This is an optimization exercise on Yosys and OpenROAD, whose aim is small area, not a production implementation.
Where RTL was checked, it was by simulation tests only, not by an equivalence proof against the original.
Function not checked in runs 4 and 6: the RTL went through the layout flow alone.
In every run shown here, the design's own scripts or RTL, not TritonCTS, make the clock network.
The clock port is modelled as an ideal driver, which makes a skipped or thinned clock tree look cheaper than it is; a real chip needs a root buffer or a tree.
No activity file was given, so power comes from the tool's default toggle rates.

File: flow/flow/abc_1.script
strash
balance
rewrite
refactor
balance
rewrite
rewrite -z
balance
refactor -z
rewrite -z
balance
dch -f
amap
topo
File: flow/flow/abc_d3.script
strash
&get -n
&deepsyn -T 45 -S 3
&put
dch -f
amap
topo
File: flow/flow/cts_hook.tcl
# Sourced by ORFS's cts.tcl before clock tree synthesis (PRE_CTS_TCL).
# Builds a one-level clock tree: the clock port drives clock buffers (through
# one root buffer if there are more than 4), one per CTS_MAX_SINKS flip-flops,
# each placed at the centre of a cluster of nearby flip-flops (k-means with
# a size limit on the flip-flops' placed locations) and driving that
# cluster's clock pins.
rename clock_tree_synthesis __orig_clock_tree_synthesis
proc __cts_out { inst } {
  foreach it [$inst getITerms] {
    if { [$it getIoType] eq "OUTPUT" } { return $it }
  }
}
proc clock_tree_synthesis { args } {
  set bufname $::env(CTS_LEAF_BUF)
  if { [string match *inv* $bufname] != [string match *inv* $::env(CTS_ROOT_BUF)] } {
    error "CTS_LEAF_BUF and CTS_ROOT_BUF must both invert or both not"
  }
  set db [ord::get_db]
  set block [ord::get_db_block]
  set clk [$block findNet clk]
  set sinks {}
  set xs {}
  set ys {}
  foreach it [$clk getITerms] {
    if { [$it getIoType] eq "INPUT" } {
      set loc [[$it getInst] getLocation]
      lappend sinks $it
      lappend xs [lindex $loc 0]
      lappend ys [lindex $loc 1]
    }
  }
  set n [llength $sinks]
  set K [expr { ($n + $::env(CTS_MAX_SINKS) - 1) / $::env(CTS_MAX_SINKS) }]
  puts "manual CTS: $n sinks, $K leaf buffers ($bufname)"
  # k-means, seeded by sinks spread along the sorted x order
  set order [lsort -integer -indices $xs]
  set cx {}
  set cy {}
  for { set k 0 } { $k < $K } { incr k } {
    set i [lindex $order [expr { int(($k + 0.5) * $n / $K) }]]
    lappend cx [lindex $xs $i]
    lappend cy [lindex $ys $i]
  }
  # capacity-limited k-means: each buffer drives at most cap sinks
  set cap [expr { ($n + $K - 1) / $K }]
  set assign [lrepeat $n 0]
  for { set iter 0 } { $iter < 30 } { incr iter } {
    set pairs {}
    for { set i 0 } { $i < $n } { incr i } {
      for { set k 0 } { $k < $K } { incr k } {
        set dx [expr { [lindex $xs $i] - [lindex $cx $k] }]
        set dy [expr { [lindex $ys $i] - [lindex $cy $k] }]
        lappend pairs [list [expr { double($dx) * $dx + double($dy) * $dy }] $i $k]
      }
    }
    set pairs [lsort -real -index 0 $pairs]
    set done [lrepeat $n 0]
    set sc [lrepeat $K 0]
    foreach p $pairs {
      lassign $p d i k
      if { [lindex $done $i] || [lindex $sc $k] >= $cap } { continue }
      lset done $i 1
      lset assign $i $k
      lset sc $k [expr { [lindex $sc $k] + 1 }]
    }
    set sx [lrepeat $K 0.0]
    set sy [lrepeat $K 0.0]
    for { set i 0 } { $i < $n } { incr i } {
      set k [lindex $assign $i]
      lset sx $k [expr { [lindex $sx $k] + [lindex $xs $i] }]
      lset sy $k [expr { [lindex $sy $k] + [lindex $ys $i] }]
    }
    for { set k 0 } { $k < $K } { incr k } {
      if { [lindex $sc $k] > 0 } {
        lset cx $k [expr { int([lindex $sx $k] / [lindex $sc $k]) }]
        lset cy $k [expr { int([lindex $sy $k] / [lindex $sc $k]) }]
      }
    }
  }
  set master [$db findMaster $bufname]
  set nets {}
  for { set k 0 } { $k < $K } { incr k } {
    set inst [odb::dbInst_create $block $master "clkbuf_leaf_$k"]
    set net [odb::dbNet_create $block "clknet_leaf_$k"]
    $net setSigType CLOCK
    [$inst findITerm A] connect $clk
    [__cts_out $inst] connect $net
    $inst setLocation [lindex $cx $k] [lindex $cy $k]
    $inst setPlacementStatus PLACED
    lappend nets $net
    puts "  leaf $k: [lindex $sc $k] sinks at ([lindex $cx $k], [lindex $cy $k])"
  }
  for { set i 0 } { $i < $n } { incr i } {
    set it [lindex $sinks $i]
    $it disconnect
    $it connect [lindex $nets [lindex $assign $i]]
  }
  # with more than 4 leaf buffers, a root buffer drives them, so that the
  # clock port itself feeds a single cell; inverting leaves always get an
  # inverting root, so the flip-flops see the clock's own polarity
  if { $K > 4 || [string match *inv* $bufname] } {
    set rx 0.0
    set ry 0.0
    for { set k 0 } { $k < $K } { incr k } {
      set rx [expr { $rx + [lindex $cx $k] }]
      set ry [expr { $ry + [lindex $cy $k] }]
    }
    set root [odb::dbInst_create $block [$db findMaster $::env(CTS_ROOT_BUF)] "clkbuf_root"]
    set rnet [odb::dbNet_create $block "clknet_root"]
    $rnet setSigType CLOCK
    for { set k 0 } { $k < $K } { incr k } {
      set a [[$block findInst "clkbuf_leaf_$k"] findITerm A]
      $a disconnect
      $a connect $rnet
    }
    [$root findITerm A] connect $clk
    [__cts_out $root] connect $rnet
    $root setLocation [expr { int($rx / $K) }] [expr { int($ry / $K) }]
    $root setPlacementStatus PLACED
  }
  global_connect
  set_propagated_clock [all_clocks]
}
File: flow/config.mk
export PLATFORM = sky130hd
export DESIGN_NAME = UART_FIFO
export DESIGN_NICKNAME = UART_FIFO
export VERILOG_FILES = /design/flow/design.v
export SDC_FILE = /design/flow/constraint.sdc
export NUM_CORES = 4
export LEC_CHECK = 0
export CAP_MARGIN = 20
export CORE_MARGIN = 2
export CORE_UTILIZATION = 60
export SLEW_MARGIN = 20
File: flow/flow/remap.sh
#!/bin/bash
# Re-maps the combinational cells of the standard synthesis netlist ($1) for
# area with yosys/ABC, keeping every flip-flop instance, its name and its cell
# type, exactly as the standard synthesis made it. It tries each ABC script
# flow/abc_*.script in parallel and writes the smallest result to $2.
set -euo pipefail
IN=$1
OUT=$2
LIB=$FLOW_HOME/platforms/$FLOW_PLATFORM/lib/sky130_fd_sc_hd__tt_025C_1v80.lib
YOSYS=$FLOW_HOME/../tools/install/yosys/bin/yosys
[[ -x $YOSYS ]] || YOSYS=yosys
DU=""
for c in sky130_fd_sc_hd__probe_p_8 sky130_fd_sc_hd__probec_p_8 'sky130_fd_sc_hd__lpflow_*'; do
  DU="$DU -dont_use $c"
done
FF='sky130_fd_sc_hd__*df* sky130_fd_sc_hd__*edf* sky130_fd_sc_hd__*sdf* sky130_fd_sc_hd__dlx* sky130_fd_sc_hd__dlr*'
for S in flow/abc_*.script; do
  n=$(basename $S .script)
  $YOSYS -l remap_$n.log -p "
read_liberty -ignore_miss_func $LIB
blackbox $FF
read_verilog $IN
hierarchy -top $FLOW_TOP
flatten
opt -purge
abc -liberty $LIB $DU -script $PWD/$S
opt_clean -purge
hilomap -singleton -hicell sky130_fd_sc_hd__conb_1 HI -locell sky130_fd_sc_hd__conb_1 LO
opt_clean -purge
tee -o remap_$n.stat stat -liberty $LIB
write_verilog -noattr -noexpr -nohex -nodec remap_$n.v
" > /dev/null &
done
wait
best=""
for S in flow/abc_*.script; do
  n=$(basename $S .script)
  a=$(awk '/Chip area/ {print $NF}' remap_$n.stat 2>/dev/null || true)
  echo "$n: ${a:-failed}"
  if [[ -n "$a" && -s remap_$n.v ]]; then
    if [[ -z "$best" ]] || awk -v a=$a -v b=$besta 'BEGIN {exit !(a < b)}'; then
      best=$n
      besta=$a
    fi
  fi
done
[[ -n "$best" ]]
echo "best: $best ($besta)"
cp remap_$best.v $OUT
File: flow/design.v
`timescale 1ns / 1ps
module UART_FIFO(
    input clk,
    input reset,
    input [7:0] data_in,
    input data_valid,
    output reg [7:0] data_out
    );
    reg [12:0] ctx;
    wire tick    = (ctx & 13'h1e7d) == 13'h1258;   
    wire ctx_end = (ctx & 13'h19f7) == 13'h0963;   
    wire arm     = (ctx & 13'h1aff) == 13'h00ad;   
    reg [8:0] crx;
    wire crx_end = (crx & 9'h175) == 9'h020;       
    always @(posedge clk) begin
        if (reset) begin
            ctx <= 13'h1258;                           
            crx <= 9'h1d5;                             
        end else begin
            ctx <= {ctx[11:0], ctx[12] ^ ctx[0]} ^ {12'd0, ctx_end};
            crx <= {crx[7:0], crx[8] ^ crx[6]} ^ {5'd0, crx_end, 3'd0};
        end
    end
    reg [7:0] stg [0:15];
    reg [15:0] emp;         
    reg [7:0] rd_data;
    reg e0, e1;             
    wire wr;
    reg [3:0] st;
    wire s_idle  = ~st[3] & ~st[2] & ~st[1];            
    wire s_start = ~st[3] & ~st[1] & ~st[0];            
    wire s_posta =  st[3] &  st[2] & ~st[1] & ~st[0];   
    wire s_postb = ~st[2] & ~st[1] & ~st[0];            
    wire dec = s_start & ctx_end;
    wire load_out = s_postb & crx_end;
    wire step = s_idle  ? tick & ~e1 :
                s_posta ? arm :
                s_postb ? crx_end : tick;
    wire [16:0] hole;
    assign hole[16] = 1'b0;
    assign hole[15:0] = emp | hole[16:1];
    wire [15:0] free = hole[15:0] | {16{dec}};
    assign wr = data_valid & hole[0];
    always @(posedge clk) if (free[0]) stg[0] <= data_in;
    genvar i;
    generate
        for (i = 1; i < 16; i = i + 1) begin : g_stg
            always @(posedge clk) if (free[i]) stg[i] <= stg[i-1];
        end
    endgenerate
    always @(posedge clk) begin
        if (dec) rd_data <= stg[15];
    end
    always @(posedge clk) begin
        if (reset) begin
            emp <= 16'hffff;
            e0 <= 1'b1;
            e1 <= 1'b1;
            st <= 4'b0001;
            data_out <= 8'd0;
        end else begin
            emp <= {emp[14:0], ~wr} & free[15:0];
            if (tick) begin
                e0 <= &emp;
                e1 <= e0;
            end
            if (step) st <= {st[2:0], st[3] ^ st[2]};
            if (load_out) data_out <= rd_data;
        end
    end
endmodule
File: flow/constraint.sdc
create_clock -name core_clock -period 20.0 [get_ports {clk}]
set_input_delay 4.0000 -clock core_clock [delete_from_list [all_inputs] [get_ports {clk}]]
set_output_delay 4.0000 -clock core_clock [all_outputs]
set_load 0.01 [all_outputs]
File: flow/flow/abc_d1.script
strash
&get -n
&deepsyn -T 45 -S 1
&put
dch -f
amap
topo
File: flow/flow/abc_d2.script
strash
&get -n
&deepsyn -T 45 -S 2
&put
dch -f
amap
topo
File: flow/standard.sh
#!/bin/bash
# synth_recipe.tcl (not shown) runs the flow's synth.tcl, then flattens the netlist and writes it again
# the make line also repeats each setting of config.mk as NAME=value (left out here)
make -C /OpenROAD-flow-scripts/flow DESIGN_CONFIG=/design/flow/config.mk WORK_HOME=/design/flow/orfs CLKGATE_MAP_FILE= SYNTH_SCRIPT=/design/flow/synth_recipe.tcl "${@:-finish}"
File: flow/flow/run.sh
#!/bin/bash
# The standard layout with three changes:
# - after the standard synthesis, its combinational cells are re-mapped for
#   area (flow/remap.sh); the flip-flops stay exactly as synthesized;
# - the port buffers are buf_1;
# - the clock tree is a root inverter driving one level of inverters, built
#   by flow/cts_hook.tcl in place of TritonCTS (two inversions: the
#   flip-flops see the clock's own polarity).
set -euo pipefail
R=orfs/results/$FLOW_PLATFORM/UART_FIFO/base
bash standard.sh synth > synth.log 2>&1
cp $R/1_2_yosys.v std_1_2_yosys.v
ffs() { grep -E '^\s*sky130_fd_sc_hd__(e?df|sdf|sedf|dl)[a-z0-9_]*\s' "$1" | awk '{print $1, $2}' | sort; }
if bash flow/remap.sh std_1_2_yosys.v remapped.v > remap.log 2>&1 \
    && [[ -n "$(ffs std_1_2_yosys.v)" ]] && diff <(ffs std_1_2_yosys.v) <(ffs remapped.v) > /dev/null; then
  cp remapped.v $R/1_2_yosys.v
  rm -f $R/1_synth.odb $R/1_synth.sdc
  echo "using the re-mapped netlist" >> remap.log
else
  echo "re-mapping failed or changed the flip-flops; keeping the standard netlist" >> remap.log
fi
export CTS_MAX_SINKS=22
export CTS_LEAF_BUF=sky130_fd_sc_hd__inv_8
export CTS_ROOT_BUF=sky130_fd_sc_hd__inv_8
export PRE_CTS_TCL="$PWD/flow/cts_hook.tcl"
export BUFFER_PORTS_ARGS="-buffer_cell sky130_fd_sc_hd__buf_1"
bash standard.sh finish > standard.log 2>&1
==> impl_results.md, run 1 <==
* Outcome: no timing/DRC/antenna violations
* Area delta synth->final at 6.02%
* Hold Path Class: flip-flop to flip-flop
* Mapped Area at between 0.005 and 0.006 mm^2
* Final hold viol count at 0
* Post-CTS Setup Repair Bufs at 0
* Least-Margin Pin Slew at 851 ps
* Startpoint types: primary input
* Mean post-synth cell area at 17.4 um^2
* ANT cells at 0
* First drt pass iteration count at 4
* Post-DP HPWL at 4.92 mm
* Hold Buf Count CTS at 0
* Worst hold slack at between 400 and 500 ps
* Vias in the first global route at between 2k and 2.5k
* Setup TNS at 0 ps
* Layout Cells excl Fill at 501
* Initial core utilization at 61.1%
* Final WL at roughly 7.3 mm
* WL/cell at 14.7 um
* Worst setup path category: primary input to flip-flop
* Cell Rows at 36
* Cells after Synth at ~340
* Post-cts gate resize count at 0
* Global route total overflow at 0
* Pre-CTS setup slack at 13,770 ps
* Internal at 0.000454 W
* Synth warn at 2
* Data arrival time of the worst path at 6160 ps
* 1st-iter DRT viols at 117
* Nets at 381
* Syn_nets at 350
* Die extent in y at 103 um
* Skew final at 20.0 ps
* Worst EP required at approximately 20,000 ps
* Initial antenna violation count at 0
* Share of layout cells above drive strength 1 at 2.99%
* Net Sw Frac at 21.7%
* Vias at 2,552
* Lkg Pwr at 2.19 nW
* Post-route setup slack at 14,020 ps
* Port-buffer cells at 18
* DIE AREA at ~0.011 mm^2
* Top-Level Pins at 19
* Slew headroom at between 40% and 50%
* Largest net degree at the start of global routing at 31
* Min Tclk post-route at approximately 6000 ps
* Peak VDD IR at ~0.064 mV
* MaxCap Viol Count at 0
* DRT antenna net count at 0
* First-pass GRT wire length at 11.8 mm
* Clock power frac at a little under a quarter
* Placed Cells at 491
* Flop pwr share at 75.7%
* Core area at between 0.009 and 0.01 mm^2
* Vias/cell at 5.09
* Clock transition at the registers of the reported paths at 110 ps
* CP endpoint kind: flip-flop
* P_sw at 0.000126 W
* Chip width at 103 um
* Total power at 0.000579 W
* Power density over the cells at 92.9 mW/mm^2
* RSZ-0062 raised after global routing: false
* Max-slew violation count at 0
* Logic pwr share at 1.2%
* Setup-failing EPs final at 0
* Critical Path Fanout Max at 30
* Gpl congestion at 0.805
* Later-pin clock latency in the skew report at 230 ps
* Final worst path period share at 29.9%
* Peak Freq at 167 MHz
* DRC errors left at 0
* Total global-route track usage at 14.1%
metal layers:
| layer | global-route usage [%] | up-vias | wire length (um) |
|---|---|---|---|
| li1 | - | 1291 | - |
| met1 | 19.4 | 1213 | 3280 |
| met2 | 24.7 | 35 | 3680 |
| met3 | 1.83 | 13 | 256 |
| met4 | 2.63 | 0 | 125 |
| met5 | 0 | - | 0 |
state kept, by name (all words and copies together), names as in the netlist:
| register | flops |
|---|---|
| st | 4 |
| e0 | 1 |
| rd_data | 8 |
| ctx | 13 |
| crx | 9 |
| data_out | 8 |
| stg | 128 |
| e1 | 1 |
| emp | 16 |
per-stage QoR:
stage | instance area, um^2 | utilization, %
5_1_grt | 6240 | 64.7
3_5_place_dp | 6130 | 63.6
4_1_cts | 6240 | 64.7
2_1_floorplan | 5890 | -
6_report | 6240 | 64.7
3_3_place_gp | 6130 | 63.6
worst max-delay path, cell delays in order:
cell and delay [ps]:
buf_1 620, clkinv_1 940, nand2_1 410, o22a_1 190
final cells by class:
| type | count | area, um^2 |
|---|---|---|
| Fill cell | 740 | 3400 |
| Inverter | 42 | 233 |
| Multi-Input combinational cell | 119 | 641 |
| Sequential cell | 188 | 5120 |
| Tap cell | 133 | 166 |
| Timing Repair Buffer | 19 | 75.1 |
power groups by stage:
stage                     Clock (W)  Sequential (W)  Combinational [W]
after CTS                  0.000141        0.000439         0.00000674
after detailed placement          0        0.000448         0.00000672
final                      0.000134        0.000439         0.00000670
after floorplan                   0        0.000445         0.00000434
after global placement            0        0.000447         0.00000649
after global routing       0.000157        0.000441         0.00000764
worst paths after layout:
| kind | startpoint | endpoint | slack, ps | cells after the start |
|---|---|---|---|---|
| worst max-delay path | reset | st[0] | 14020 | 4 |
| worst min-delay path | stg[1][6] | stg[2][6] | 410 | 0 |
| worst max register to register | st[1] | stg[0][1] | 16000 | 16 |
| worst min register to register | stg[1][6] | stg[2][6] | 410 | 0 |
placed cells by master, fill, tap and decap left out:
master,n
o221ai_1,2
buf_4,1
or3_1,3
nor3_1,3
a32o_1,8
nand4_1,6
o41a_1,1
dfxtp_1,52
nand2b_1,1
edfxtp_1,136
clkinv_1,32
or2_0,11
o22a_1,1
nor2b_1,4
nor4_1,3
buf_1,18
a21oi_1,1
o22ai_1,3
inv_8,10
nand3_1,4
nand2_1,28
o21ai_0,11
a32oi_1,1
or4_1,4
nor2_1,24
==> inputs of run 2 (changes only) <==
==> flow/flow/abc_d4.script (new file) <==
strash
&get -n
&deepsyn -T 45 -S 4
&put
dch -f
amap
topo
==> flow/flow/abc_d5.script (new file) <==
strash
&get -n
&deepsyn -T 45 -S 5
&put
dch -f
amap
topo
==> flow/flow/abc_d8.script (new file) <==
strash
&get -n
&deepsyn -T 45 -S 8
&put
dch -f
amap
topo
removed: flow/flow/abc_d1.script
removed: flow/flow/abc_d3.script
==> impl_results.md, run 2 <==
* Outcome: no timing/DRC/antenna violations
* DRC errors left at 0
* Hold Path Class: flip-flop to flip-flop
* Peak VDD IR at 0.0703 mV
* CP Launch Point: reset
* Critical Path Fanout Max at 29
* Hold depth at 0
* CP max stage cell: clkinv_1
* DIE AREA at between 0.01 and 0.015 mm^2
* MaxCap Viol Count at 0
* Most frequent cells in the layout: 136 x edfxtp_1, 52 x dfxtp_1, 29 x nand2_1
* Post-CTS Setup Repair Bufs at 0
* Share of layout cells above drive strength 1 at 3.54%
* Min Tclk post-route at 5280 ps
* Total global-route track usage at 14.1%
* Slew headroom at a little over 50%
* Lkg Pwr at 2.20 nW
* Port-buffer cells at 18
* CP endpoint kind: flip-flop
* Final WL at 7.49 mm
* Startpoint types: primary input
* Cell Rows at 36
* ANT cells at 0
* Vias at roughly 2.6k
* First drt pass iteration count at 4
* Syn_nets at between 300 and 400
* Total power at 0.000582 W
* Chip width at 103 um
* DRT antenna net count at 0
* Cells after Synth at around 340
* Nets at 380
* Worst EP required at ~20,000 ps
* Area delta synth->final at 6.28%
* Max reg flops at 128
* Synth warn at 2
* Later-pin clock latency in the skew report at 230 ps
* Critical hold path startpoint: stg[13][2]
* Die extent in y at 103 um
* Core area at approximately 0.0096 mm^2
* Global route total overflow at 0
* Power density over the cells at slightly above 90 mW/mm^2
* Top flop regs: stg (128), emp (16), ctx (13)
* Initial antenna violation count at 0
* Mean post-synth cell area at 17.5 um^2
* Post-DP HPWL at around 5 mm
* Data arrival time of the worst path at roughly 5400 ps
* Commonest non-fill, non-tap cell in the layout: edfxtp_1
* WL/cell at 15.0 um
* Initial core utilization at between 60% and 70%
* Mapped Area at roughly 0.006 mm^2
* Final hold viol count at 0
* Vias/cell at between 5 and 6
* RSZ-0062 raised after global routing: false
* Skew final at approximately 13 ps
* Worst setup path category: primary input to flip-flop
* Reg with most FFs: stg
* Top-Level Pins at 19
* Path depth of the worst reg2reg path at 18
* Least-Margin Pin Slew at around 730 ps
* Setup-failing EPs final at 0
* Final worst path period share at 26.4%
* First-pass GRT wire length at ~12 mm
* 1st-iter DRT viols at 67
* Gpl congestion at 0.760
* Max-slew violation count at 0
* Crit path cell chain: buf_1 -> buf_4 -> clkinv_1 -> a32o_1
* Clock transition at the registers of the reported paths at around 100 ps
* Post-cts gate resize count at 0
* Largest net degree at the start of global routing at 30
* Peak Freq at roughly 190 MHz
* Hold Buf Count CTS at 0
* Max incr delay on CP at 640 ps
* Launching point of the worst reg2reg path: ctx[4]
* Setup TNS at 0 ps
* Vias in the first global route at 2,441
[run 2: area by class of cell]
type                    count  area (um^2)
fillers                   713         3390
flip-flops and latches    188         5120
repair buffers             21         90.1
inverters                  37          214
multi-input cells         121          652
well taps                 133          166
[run 2: critical path: cells and delay by family]
| family | cells | cell delay, ps |
|---|---|---|
| buf+inv | 3 | 930 |
| compound gates | 1 | 460 |
[run 2: where the power goes]
| group | switching [W] | total (W) | internal (W) |
|---|---|---|---|
| clock | 0.000118 | 0.000136 | 0.0000177 |
| combinational | 0.00000438 | 0.00000713 | 0.00000275 |
| sequential | 0.00000564 | 0.000439 | 0.000433 |
[run 2: per-layer routing]
metal / share of wire, % / track usage, % / vias to the layer above
li1: - / - / 1293
met1: 45 / 18.5 / 1272
met2: 50 / 25.9 / 34
met3: 3.4 / 1.83 / 13
met4: 1.5 / 1.92 / 0
met5: 0 / 0 / -
[run 2: path summary, 6_finish.rpt]
path / end / slack (ps)
max: data_out[5] / 14720
max reg2reg: stg[7][7] / 14920
min: stg[14][2] / 410
min reg2reg: stg[14][2] / 410
[run 2: metrics by stage]
step,worst slack [ps],area (um^2),std cells,hold slack (ps),util (%)
2_1_floorplan,15150,5880,336,391,-
3_3_place_gp,14470,6130,490,396,63.6
3_5_place_dp,14440,6130,490,399,63.6
4_1_cts,14700,6250,500,414,64.8
5_1_grt,14340,6250,500,422,64.8
6_report,14720,6250,500,412,64.8
==> inputs of run 3 (changes only) <==
--- a/flow/flow/run.sh
+++ b/flow/flow/run.sh
@@ -19,7 +19,7 @@
 else
   echo "re-mapping failed or changed the flip-flops; keeping the standard netlist" >> remap.log
 fi
-export CTS_MAX_SINKS=22
+export CTS_MAX_SINKS=25
 export CTS_LEAF_BUF=sky130_fd_sc_hd__inv_8
 export CTS_ROOT_BUF=sky130_fd_sc_hd__inv_8
 export PRE_CTS_TCL="$PWD/flow/cts_hook.tcl"
--- a/flow/config.mk
+++ b/flow/config.mk
@@ -7,5 +7,5 @@
 export LEC_CHECK = 0
 export CAP_MARGIN = 20
 export CORE_MARGIN = 2
-export CORE_UTILIZATION = 60
+export CORE_UTILIZATION = 75
 export SLEW_MARGIN = 20
==> impl_results.md, run 3 <==
* Outcome: no timing/DRC/antenna violations
* Core area at 0.00765 mm^2
* DIE AREA at 0.00856 mm^2
* Gpl congestion at 0.855
* Reg with most FFs: stg
* Area delta synth->final at 5.26%
* DRT antenna net count at 0
* Top flop regs: stg (128), emp (16), ctx (13)
* Commonest non-fill, non-tap cell in the layout: edfxtp_1
* Data arrival time of the worst path at 6130 ps
* RSZ-0062 raised after global routing: false
* Max incr delay on CP at 930 ps
* Placed Cells at roughly 460
* CP max stage cell: clkinv_1
* Post-DP HPWL at 5.32 mm
* Crit path cell chain: buf_1 -> clkinv_1 -> nand2_1 -> o22a_1
* Peak Freq at 168 MHz
* Largest net degree at the start of global routing at 30
* Lkg Pwr at 2.19 nW
* Syn_nets at around 350
* Cells after Synth at 336
* Cell Rows at 32
* Path depth of the worst reg2reg path at 17
* Setup-failing EPs final at 0
* Flop pwr share at 76.7%
* Vias at 2,656
* ANT cells at 0
* Total power at 0.000573 W
* MaxCap Viol Count at 0
* Vias/cell at approximately 5.7
* Logic pwr share at 1.2%
* CP endpoint kind: flip-flop
* Skew final at around 23 ps
* P_sw at 0.000121 W
* Initial antenna violation count at 0
* Slew headroom at 41.2%
* First drt pass iteration count at 4
* Peak VDD IR at 0.0927 mV
* Critical Path Fanout Max at 29
* Initial core utilization at just under 80%
* Startpoint types: primary input
* Port-buffer cells at 18
* Mapped Area at 0.00588 mm^2
* 1st-iter DRT viols at 139
* Chip width at roughly 90 um
* Synth warn at 2
* Top-Level Pins at 19
* Max-slew violation count at 0
* Final worst path period share at 29.8%
* Die extent in y at between 90 and 100 um
* Later-pin clock latency in the skew report at 220 ps
* Worst setup path category: primary input to flip-flop
* Share of layout cells above drive strength 1 at 3.02%
* Power density over the cells at 92.6 mW/mm^2
* Net Sw Frac at about a fifth
* Setup TNS at 0 ps
* Min Tclk post-route at 5960 ps
* Hold depth at 0
* Post-CTS Setup Repair Bufs at 0
* Total global-route track usage at 18.3%
* Clock transition at the registers of the reported paths at about 100 ps
* Clock power frac at between 20% and 30%
* Mean post-synth cell area at 17.5 um^2
* Hold Path Class: flip-flop to flip-flop
* DRC errors left at 0
* Layout Cells excl Fill at 466
* Max reg flops at 128
* Final WL at 7.68 mm
* Final Util at 80.9%
* Vias in the first global route at 2,548
* Internal at 0.000452 W
* Global route total overflow at 0
* Final hold viol count at 0
* Hold Buf Count CTS at 0
* Post-cts gate resize count at 0
* Most frequent cells in the layout: 136 x edfxtp_1, 52 x dfxtp_1, 29 x nand2_1
* WL/cell at 16.5 um
* Least-Margin Pin Slew at just under 900 ps
* Worst EP required at 20,160 ps
* Nets at 377
* First-pass GRT wire length at 12.2 mm
==> run 3: final timing paths <==
path / from / to / slack [ps]
worst max-delay path: reset / st[0] / 14040
worst max register to register: ctx[4] / stg[7][3] / 14900
worst min register to register: stg[1][2] / stg[2][2] / 420
worst min-delay path: stg[1][2] / stg[2][2] / 420
==> run 3: per-layer routing <==
metal | part of all wire [%] | routed length, um | global-route usage [%] | up-vias
li1 | - | - | - | 1292
met1 | 42 | 3230 | 24.1 | 1275
met2 | 51 | 3920 | 33.8 | 72
met3 | 5.0 | 383 | 2.12 | 17
met4 | 2.0 | 150 | 3.61 | 0
met5 | 0 | 0 | 0 | -
==> run 3: area by class of cell <==
class / count / area (um^2)
sequential: 188 / 5120
fill: 413 / 1460
multi-input combinational: 121 / 657
inverter: 36 / 203
tap: 102 / 128
timing repair buffer: 19 / 75.1
==> run 3: metrics by stage <==
step | hold WS (ps) | setup slack (ps) | instance area, um^2
after floorplan | 391 | 15150 | 5880
after global placement | 396 | 13960 | 6080
after detailed placement | 404 | 13830 | 6090
after CTS | 417 | 14050 | 6190
after global routing | 419 | 13810 | 6190
final | 418 | 14040 | 6190
==> run 3: power by group through the flow <==
stage	Combinational [W]	Sequential (W)	Clock [W]
3_3_place_gp	0.00000668	0.000447	0
5_1_grt	0.00000810	0.000441	0.000143
3_5_place_dp	0.00000714	0.000448	0
2_1_floorplan	0.00000459	0.000445	0
4_1_cts	0.00000716	0.000440	0.000131
6_report	0.00000711	0.000439	0.000126
==> run 3: worst max-delay path, delay by kind of cell <==
kind | cells | cell delay [ps]
buf+inv | 2 | 1570
compound gates | 1 | 180
simple gates | 1 | 360
==> inputs of run 4 (changes only) <==
--- a/flow/design.v
+++ b/flow/design.v
@@ -22,7 +22,9 @@
         end
     end
     reg [7:0] stg [0:15];
-    reg [15:0] emp;         
+    localparam [15:0] POL = 16'haaaa;
+    reg [15:0] emp_q;
+    wire [15:0] emp = emp_q ^ POL;
     reg [7:0] rd_data;
     reg e0, e1;             
     wire wr;
@@ -53,13 +55,13 @@
     end
     always @(posedge clk) begin
         if (reset) begin
-            emp <= 16'hffff;
+            emp_q <= 16'hffff ^ POL;
             e0 <= 1'b1;
             e1 <= 1'b1;
             st <= 4'b0001;
             data_out <= 8'd0;
         end else begin
-            emp <= {emp[14:0], ~wr} & free[15:0];
+            emp_q <= ({emp[14:0], ~wr} & free[15:0]) ^ POL;
             if (tick) begin
                 e0 <= &emp;
                 e1 <= e0;
==> impl_results.md, run 4 <==
* Outcome: no timing/DRC/antenna violations
* CP top delay family: buffers and inverters
* Critical Path Fanout Max at 31
* Gpl congestion at 0.780
* Top-Level Pins at 19
* Net Sw Frac at 21.3%
* Internal at 0.000452 W
* R2R Setup Slk at approximately 16,000 ps
* DRC errors left at 0
* Peak VDD IR at 0.0741 mV
* Power density over the cells at 93.0 mW/mm^2
* Vias at 2,587
* Peak Freq at approximately 190 MHz
* Mean post-synth cell area at 17.8 um^2
* Cells after Synth at 330
* Max incr delay on CP at 540 ps
* First drt pass iteration count at 4
* Hold Buf Count CTS at 0
* Share of layout cells above drive strength 1 at 3.06%
* First-pass GRT wire length at around 12 mm
* Clock power frac at between 20% and 30%
* Clock transition at the registers of the reported paths at between 100 and 150 ps
* 1st-iter DRT viols at between 100 and 150
* RR Endpoint: stg[8][0]
* Vias in the first global route at 2,461
* Worst setup path category: primary input to flip-flop
* Crit path cell chain: buf_1 -> buf_4 -> clkinv_1 -> nand2_1 -> o22a_1
* Worst EP required at 20,170 ps
* Hold Path Class: flip-flop to flip-flop
* Bufs and invs on worst path at 3
* WL/cell at 16.4 um
* Mapped Area at around 0.0059 mm^2
* Max-slew violation count at 0
* Dpl cell area at 0.00607 mm^2
* DRT antenna net count at 0
* Syn_nets at around 340
* Chip width at 92.4 um
* Top flop regs: stg (128), emp_q (16), ctx (13)
* Later-pin clock latency in the skew report at 220 ps
* Reg with most FFs: stg
* Flop pwr share at around three quarters
* Hold depth at 0
* ANT cells at 0
* CP max stage cell: clkinv_1
* Final hold viol count at 0
* Placed Cells at ~450
* Final WL at roughly 7.6 mm
* RSZ-0062 raised after global routing: false
* Nets at around 370
* Max reg flops at 128
* Post-DP HPWL at 5.16 mm
* Setup TNS at 0 ps
* Hold EP: stg[14][6]
* Setup-failing EPs final at 0
* Data arrival time of the worst path at roughly 5400 ps
* Port-buffer cells at 18
* MaxCap Viol Count at 0
* Initial antenna violation count at 0
* Min Tclk post-route at 5230 ps
* Startpoint types: primary input
* Final worst path period share at 26.1%
* Met3 wire len at 411 um
* Cell Rows at 32
* CP endpoint kind: flip-flop
* Slew headroom at approximately 53%
* Post-cts gate resize count at 0
* Launching point of the worst reg2reg path: st[1]
* Met2 wire length at 3.72 mm
* Post-CTS Setup Repair Bufs at 0
* DRT met1 WL at 3.32 mm
* Largest net degree at the start of global routing at 32
* Least-Margin Pin Slew at 710 ps
* Most frequent cells in the layout: 136 x edfxtp_1, 52 x dfxtp_1, 26 x clkinv_1, 26 x nor2_1, 18 x buf_1
* Global route total overflow at 0
* Commonest non-fill, non-tap cell in the layout: edfxtp_1
* Highest metal layer with signal wires: met4
* Skew final at 12.2 ps
* Vias/cell at 5.61
* Initial core utilization at 76.7%
* Die extent in y at 92.4 um
* DIE AREA at between 0.008 and 0.009 mm^2
* P_sw at 0.000122 W
* Layout Cells excl Fill at roughly 460
* Total global-route track usage at between 10% and 20%
* Final Cell Area at between 0.006 and 0.007 mm^2
* Synth warn at 2
* Path depth of the worst reg2reg path at 14
* Lkg Pwr at 2.13 nW
* Critical hold path startpoint: stg[13][6]
* Area delta synth->final at 5.31%
* Core area at 0.00765 mm^2
* Logic pwr share at 1.2%
run 4: how the worst max path moves through the flow:
stage                      from     endpoint  slack (ps)  cells after the start
after floorplan           reset  data_out[0]       15310                      2
after global placement    reset  data_out[0]       14600                      4
after detailed placement  reset        st[3]       14550                      5
after CTS                 reset        st[0]       14790                      5
after global routing      reset        st[0]       14640                      5
final                     reset        st[0]       14770                      5
run 4: per-layer routing:
metal	vias to the layer above	track usage [%]
met1	1241	26.5
met3	13	1.87
li1	1271	-
met2	62	31.6
met4	0	2.99
met5	-	0
run 4: area by class of cell:
type,instances,area (um^2)
Tap cell,102,128
Fill cell,386,1470
Multi-Input combinational cell,116,641
Timing Repair Buffer,20,82.6
Sequential cell,188,5120
Inverter,35,199
run 4: per-stage QoR:
step / util [%] / setup WS [ps] / hold WS, ps / power (W)
6_report: 80.7 / 14770 / 423 / 0.000574
5_1_grt: 80.7 / 14640 / 431 / 0.000593
4_1_cts: 80.7 / 14790 / 425 / 0.000580
3_5_place_dp: 79.4 / 14550 / 405 / 0.000455
3_3_place_gp: 79.4 / 14600 / 396 / 0.000454
2_1_floorplan: - / 15310 / 391 / 0.000449
run 4: power groups by stage:
stage	logic [W]	registers (W)	clock network, W
2_1_floorplan	0.00000408	0.000445	0
5_1_grt	0.00000772	0.000441	0.000144
4_1_cts	0.00000679	0.000440	0.000133
3_5_place_dp	0.00000674	0.000448	0
3_3_place_gp	0.00000646	0.000447	0
6_report	0.00000669	0.000439	0.000128
==> inputs of run 5 (changes only) <==
--- a/flow/design.v
+++ b/flow/design.v
@@ -6,19 +6,21 @@
     input data_valid,
     output reg [7:0] data_out
     );
-    reg [12:0] ctx;
+    reg [12:0] ctx_q;
+    wire [12:0] ctx = ctx_q ^ 13'h0aaa;
     wire tick    = (ctx & 13'h1e7d) == 13'h1258;   
     wire ctx_end = (ctx & 13'h19f7) == 13'h0963;   
     wire arm     = (ctx & 13'h1aff) == 13'h00ad;   
-    reg [8:0] crx;
+    reg [8:0] crx_q;
+    wire [8:0] crx = crx_q ^ 9'h0aa;
     wire crx_end = (crx & 9'h175) == 9'h020;       
     always @(posedge clk) begin
         if (reset) begin
-            ctx <= 13'h1258;                           
-            crx <= 9'h1d5;                             
+            ctx_q <= 13'h1258 ^ 13'h0aaa;              
+            crx_q <= 9'h1d5 ^ 9'h0aa;                  
         end else begin
-            ctx <= {ctx[11:0], ctx[12] ^ ctx[0]} ^ {12'd0, ctx_end};
-            crx <= {crx[7:0], crx[8] ^ crx[6]} ^ {5'd0, crx_end, 3'd0};
+            ctx_q <= {ctx[11:0], ctx[12] ^ ctx[0]} ^ {12'd0, ctx_end} ^ 13'h0aaa;
+            crx_q <= {crx[7:0], crx[8] ^ crx[6]} ^ {5'd0, crx_end, 3'd0} ^ 9'h0aa;
         end
     end
     reg [7:0] stg [0:15];
@@ -28,7 +30,8 @@
     reg [7:0] rd_data;
     reg e0, e1;             
     wire wr;
-    reg [3:0] st;
+    reg [3:0] st_q;
+    wire [3:0] st = st_q ^ 4'ha;
     wire s_idle  = ~st[3] & ~st[2] & ~st[1];            
     wire s_start = ~st[3] & ~st[1] & ~st[0];            
     wire s_posta =  st[3] &  st[2] & ~st[1] & ~st[0];   
@@ -58,7 +61,7 @@
             emp_q <= 16'hffff ^ POL;
             e0 <= 1'b1;
             e1 <= 1'b1;
-            st <= 4'b0001;
+            st_q <= 4'b0001 ^ 4'ha;
             data_out <= 8'd0;
         end else begin
             emp_q <= ({emp[14:0], ~wr} & free[15:0]) ^ POL;
@@ -66,7 +69,7 @@
                 e0 <= &emp;
                 e1 <= e0;
             end
-            if (step) st <= {st[2:0], st[3] ^ st[2]};
+            if (step) st_q <= {st[2:0], st[3] ^ st[2]} ^ 4'ha;
             if (load_out) data_out <= rd_data;
         end
     end
==> impl_results.md, run 5 <==
* Total global-route track usage at ~18%
* Internal at around 0.00045 W
* Skew final at approximately 14 ps
* Commonest non-fill, non-tap cell in the layout: edfxtp_1
* Die extent in y at 92.0 um
* Outcome: no timing/DRC/antenna violations
* Launching point of the worst reg2reg path: ctx_q[2]
* Top flop regs: stg (128), emp_q (16), ctx_q (13)
* MaxCap Viol Count at 0
* Syn_nets at 328
* WL/cell at 17.0 um
* Worst setup path category: primary input to flip-flop
* 1st-iter DRT viols at 168
* Data arrival time of the worst path at 5690 ps
* Final worst path period share at 27.6%
* Largest net degree at the start of global routing at 34
* CP endpoint kind: flip-flop
* Max incr delay on CP at roughly 750 ps
* Setup-failing EPs final at 0
* Post-cts gate resize count at 0
* Port-buffer cells at 18
* DIE AREA at 0.00847 mm^2
* Hold Buf Count CTS at 0
* Critical Path Fanout Max at 33
* Synth warn at 2
* Nets at 359
* Cells after Synth at 317
* Critical hold path startpoint: crx_q[7]
* Global route total overflow at 0
* Least-Margin Pin Slew at 896 ps
* Power density over the cells at 93.2 mW/mm^2
* CP top delay family: buffers and inverters
* First-pass GRT wire length at 12.2 mm
* ANT cells at 0
* Clock power frac at 22.0%
* Reg with most FFs: stg
* DRT antenna net count at 0
* Max reg flops at between 100 and 150
* Vias in the first global route at 2,478
* Net Sw Frac at 20.9%
* Initial antenna violation count at 0
* Gpl congestion at 0.829
* Vias at 2,584
* R2R Setup Slk at 16,090 ps
* Mean post-synth cell area at 18.3 um^2
* RSZ-0062 raised after global routing: false
* Startpoint types: primary input
* Min Tclk post-route at 5530 ps
* Peak Freq at between 150 and 200 MHz
* Final WL at 7.64 mm
* DRC errors left at 0
* Worst hold slack at roughly 390 ps
* Flop pwr share at 76.9%
* Initial core utilization at 76.4%
* Mapped Area at 0.00581 mm^2
* Clock transition at the registers of the reported paths at ~100 ps
* CP max stage cell: clkinv_1
* CP Launch Point: reset
* Slew headroom at ~40%
* Lkg Pwr at about 2.1 nW
* Most frequent cells in the layout: 136 x edfxtp_1, 52 x dfxtp_1, 22 x nand2_1
* Max-slew violation count at 0
* Total power at 0.000571 W
* Setup TNS at 0 ps
* Post-CTS Setup Repair Bufs at 0
* Post-DP HPWL at ~5.3 mm
* Area delta synth->final at 5.47%
* Hold Path Class: flip-flop to flip-flop
* Worst EP required at between 20,000 and 25,000 ps
* Crit path cell chain: buf_1 -> buf_4 -> clkinv_1 -> nand2_1 -> o22a_1
* Share of layout cells above drive strength 1 at 3.47%
* First drt pass iteration count at 4
* Chip width at just over 90 um
* Cell Rows at 32
* Logic pwr share at 1.1%
* Top-Level Pins at 19
* P_sw at 0.000119 W
* Later-pin clock latency in the skew report at 210 ps
* Final hold viol count at 0
* Core area at around 0.0076 mm^2
* Vias/cell at 5.77
* Peak VDD IR at 0.0790 mV
* Bufs and invs on worst path at 3
run 5: path summary, 6_finish.rpt:
| check | cells past startpoint | end |
|---|---|---|
| min | 1 | crx_q[8] |
| max | 5 | st_q[0] |
| min reg2reg | 1 | crx_q[8] |
| max reg2reg | 10 | stg[1][3] |
run 5: power by group through the flow:
stage          registers (W)    logic, W  clock network [W]
2_1_floorplan       0.000445  0.00000356                  0
3_3_place_gp        0.000448  0.00000559                  0
3_5_place_dp        0.000448  0.00000608                  0
4_1_cts             0.000440  0.00000609           0.000131
5_1_grt             0.000441  0.00000689           0.000144
6_report            0.000440  0.00000608           0.000126
run 5: per-stage QoR:
stage / setup slack (ps) / utilization (%) / std cells / cell area [um^2]
global route: 14300 / 80.6 / 448 / 6130
floorplan: 15090 / - / 317 / 5810
CTS: 14520 / 80.6 / 448 / 6130
detailed placement: 14270 / 79.2 / 439 / 6030
global placement: 14420 / 79.2 / 439 / 6030
finish: 14470 / 80.6 / 448 / 6130
run 5: final cells by class:
type	instances	area, um^2
inverters	26	165
multi-input cells	112	629
well taps	102	128
flip-flops and latches	188	5120
fillers	409	1480
repair buffers	20	82.6
run 5: routing by layer:
layer  routed length [um]  GRT usage, %  vias up
met2                 4040          33.9       41
met4                   72          1.99        0
met3                  261          1.64        6
met5                    0             0        -
met1                 3260          25.6     1286
li1                     -             -     1251
==> inputs of run 6 (changes only) <==
--- a/flow/design.v
+++ b/flow/design.v
@@ -24,11 +24,11 @@
         end
     end
     reg [7:0] stg [0:15];
-    localparam [15:0] POL = 16'haaaa;
+    localparam [15:0] POL = 16'h5555;
     reg [15:0] emp_q;
     wire [15:0] emp = emp_q ^ POL;
     reg [7:0] rd_data;
-    reg e0, e1;             
+    reg e0, e1n;            
     wire wr;
     reg [3:0] st_q;
     wire [3:0] st = st_q ^ 4'ha;
@@ -38,7 +38,7 @@
     wire s_postb = ~st[2] & ~st[1] & ~st[0];            
     wire dec = s_start & ctx_end;
     wire load_out = s_postb & crx_end;
-    wire step = s_idle  ? tick & ~e1 :
+    wire step = s_idle  ? tick & e1n :
                 s_posta ? arm :
                 s_postb ? crx_end : tick;
     wire [16:0] hole;
@@ -60,14 +60,14 @@
         if (reset) begin
             emp_q <= 16'hffff ^ POL;
             e0 <= 1'b1;
-            e1 <= 1'b1;
+            e1n <= 1'b0;
             st_q <= 4'b0001 ^ 4'ha;
             data_out <= 8'd0;
         end else begin
             emp_q <= ({emp[14:0], ~wr} & free[15:0]) ^ POL;
             if (tick) begin
                 e0 <= &emp;
-                e1 <= e0;
+                e1n <= ~e0;
             end
             if (step) st_q <= {st[2:0], st[3] ^ st[2]} ^ 4'ha;
             if (load_out) data_out <= rd_data;
--- a/flow/flow/run.sh
+++ b/flow/flow/run.sh
@@ -21,7 +21,7 @@
 fi
 export CTS_MAX_SINKS=25
 export CTS_LEAF_BUF=sky130_fd_sc_hd__inv_8
-export CTS_ROOT_BUF=sky130_fd_sc_hd__inv_8
+export CTS_ROOT_BUF=sky130_fd_sc_hd__inv_6
 export PRE_CTS_TCL="$PWD/flow/cts_hook.tcl"
 export BUFFER_PORTS_ARGS="-buffer_cell sky130_fd_sc_hd__buf_1"
 bash standard.sh finish > standard.log 2>&1
==> impl_results.md, run 6 <==
* MaxCap Viol Count at 0
* Core area at 0.00765 mm^2
* Most frequent cells in the layout: 136 x edfxtp_1, 52 x dfxtp_1, 25 x nand2_1
* First drt pass iteration count at 5
* Hold Buf Count CTS at 0
* Top-Level Pins at 19
* Post-route setup slack at 14,000 ps
* Global Route met2 Usage at 34.1%
* Area delta synth->final at 5.28%
* Clock transition at the registers of the reported paths at 110 ps
* Commonest non-fill, non-tap cell in the layout: edfxtp_1
* Data arrival time of the worst path at 6200 ps
* Post-cts gate resize count at 0
* Synth warn at 2
* DRC errors left at 0
* Share of layout cells above drive strength 1 at 3.10%
* Pre-CTS setup slack at roughly 14,000 ps
* Launching point of the worst reg2reg path: ctx_q[1]
* Setup TNS at 0 ps
* Worst setup path category: primary input to flip-flop
* Later-pin clock latency in the skew report at 260 ps
* Max reg flops at 128
* ANT cells at 0
* Skew final at 9.14 ps
* Nets at 368
* Mean post-synth cell area at 17.8 um^2
* Most used routing layer: met2
* End of the critical path: st_q[0]
* Peak Freq at 167 MHz
* GR Layer Usage met1 at about 27%
* Post-DP HPWL at 5.60 mm
* Cell Rows at 32
* Power density over the cells at 93.2 mW/mm^2
* Setup-failing EPs final at 0
* Lkg Pwr at 2.14 nW
* Vias in the first global route at 2,601
* Startpoint types: primary input
* Global route total overflow at 0
* Die extent in y at just over 90 um
* RSZ-0062 raised after global routing: false
* Met3 Track Usage GR at about 1.8%
* CP endpoint kind: flip-flop
* R2R Setup Slk at 15,490 ps
* Vias/cell at 5.82
* Path depth of the worst reg2reg path at 14
* Top flop regs: stg (128), emp_q (16), ctx_q (13)
* Initial antenna violation count at 0
* Worst EP required at roughly 20,000 ps
* Syn_nets at around 340
* Final hold viol count at 0
* Cells after Synth at 327
* Initial core utilization at about 76%
* Min Tclk post-route at approximately 6000 ps
* Reg with most FFs: stg
* CP Launch Point: reset
* DIE AREA at 0.00850 mm^2
* Slew headroom at 35.9%
* First-pass GRT wire length at 12.8 mm
* 1st-iter DRT viols at around 270
* Total global-route track usage at 19.4%
* Final Cell Area at 0.00614 mm^2
* Max-slew violation count at 0
* Total power at 0.000572 W
* WL/cell at approximately 18 um
* Port-buffer cells at 18
* Critical Path Fanout Max at 34
* Largest net degree at the start of global routing at 35
* Gpl congestion at 0.865
* DRT antenna net count at 0
* RR Endpoint: stg[0][5]
* Vias at between 2k and 3k
* Chip width at ~92 um
* Outcome: no timing/DRC/antenna violations
* Hold Path Class: flip-flop to flip-flop
* Final WL at roughly 8 mm
* Post-CTS Setup Repair Bufs at 0
* Least-Margin Pin Slew at 955 ps
* Final worst path period share at between 20% and 30%
* Peak VDD IR at 0.0681 mV
* Dpl cell area at 0.00604 mm^2
* Mapped Area at a little under 0.006 mm^2
run 6: critical path, cell delays in order:
cell and delay, ps:
buf_1 590, clkinv_1 1010, nand2_1 410, o22a_1 180
run 6: routing by layer:
metal / up-vias / routed length, um
met5: - / 0
met4: 0 / 195
met3: 14 / 337
met2: 79 / 3980
met1: 1297 / 3510
li1: 1269 / -
run 6: worst min-delay path by stage:
stage / startpoint / endpoint / depth (start not counted)
floorplan: crx_q[1] / crx_q[2] / 1
global placement: crx_q[1] / crx_q[2] / 1
detailed placement: crx_q[3] / crx_q[4] / 1
CTS: crx_q[7] / crx_q[8] / 1
global route: crx_q[3] / crx_q[4] / 1
finish: crx_q[7] / crx_q[8] / 1
run 6: cell type report:
type | instances | area (um^2)
Sequential cell | 188 | 5120
Fill cell | 392 | 1510
Multi-Input combinational cell | 116 | 627
Inverter | 32 | 185
Tap cell | 102 | 128
Timing Repair Buffer | 19 | 75.1
run 6: through the flow:
step	cells	util [%]	hold slack (ps)
after global routing	457	80.3	398
after detailed placement	448	79.0	359
after CTS	457	80.3	388
final	457	80.3	387
after floorplan	327	-	352
after global placement	448	79.0	355
run 6: power by group:
part | switching, W | total [W] | internal (W)
registers | 0.00000635 | 0.000440 | 0.000433
clock network | 0.000111 | 0.000126 | 0.0000154
logic | 0.00000389 | 0.00000613 | 0.00000224

-- port drivers added, routing unchanged --
How much do the figures lean on ideal ports? The routed layouts below were timed once more, with nothing changed but the port constraints. Step 1 assumes that a clkbuf_16 drives the clock port and a buf_2 every other input. Step 2 moves the port delays by t, midway between the first and last clock arrival at a register: inputs arrive t later, outputs are due t later. That takes back most of the time a late clock gives input paths. Three values: ideal, step 1, step 2; two values: the first two.
| run | shift t [ns] | slack for setup (ns) | worst setup path after step 2 | worst data-port slew with drivers (ns) |
|---|---|---|---|---|
| run 1 | 0.270 | 14.020 / 14.043 / 13.773 | input to register | 0.03 |
| run 2 | 0.274 | 14.721 / 14.746 / 14.472 | input to register | 0.03 |
| run 3 | 0.258 | 14.038 / 14.055 / 13.797 | input to register | 0.03 |
| run 4 | 0.262 | 14.771 / 14.797 / 14.535 | input to register | 0.03 |
| run 5 | 0.253 | 14.474 / 14.496 / 14.243 | input to register | 0.03 |
| run 6 | 0.293 | 14.004 / 13.970 / 13.676 | input to register | 0.07 |
After both steps every run listed still meets setup and hold. The setup slack of run 6, which loses most, moves by -0.034 ns with the drivers and by -0.328 ns with both steps.
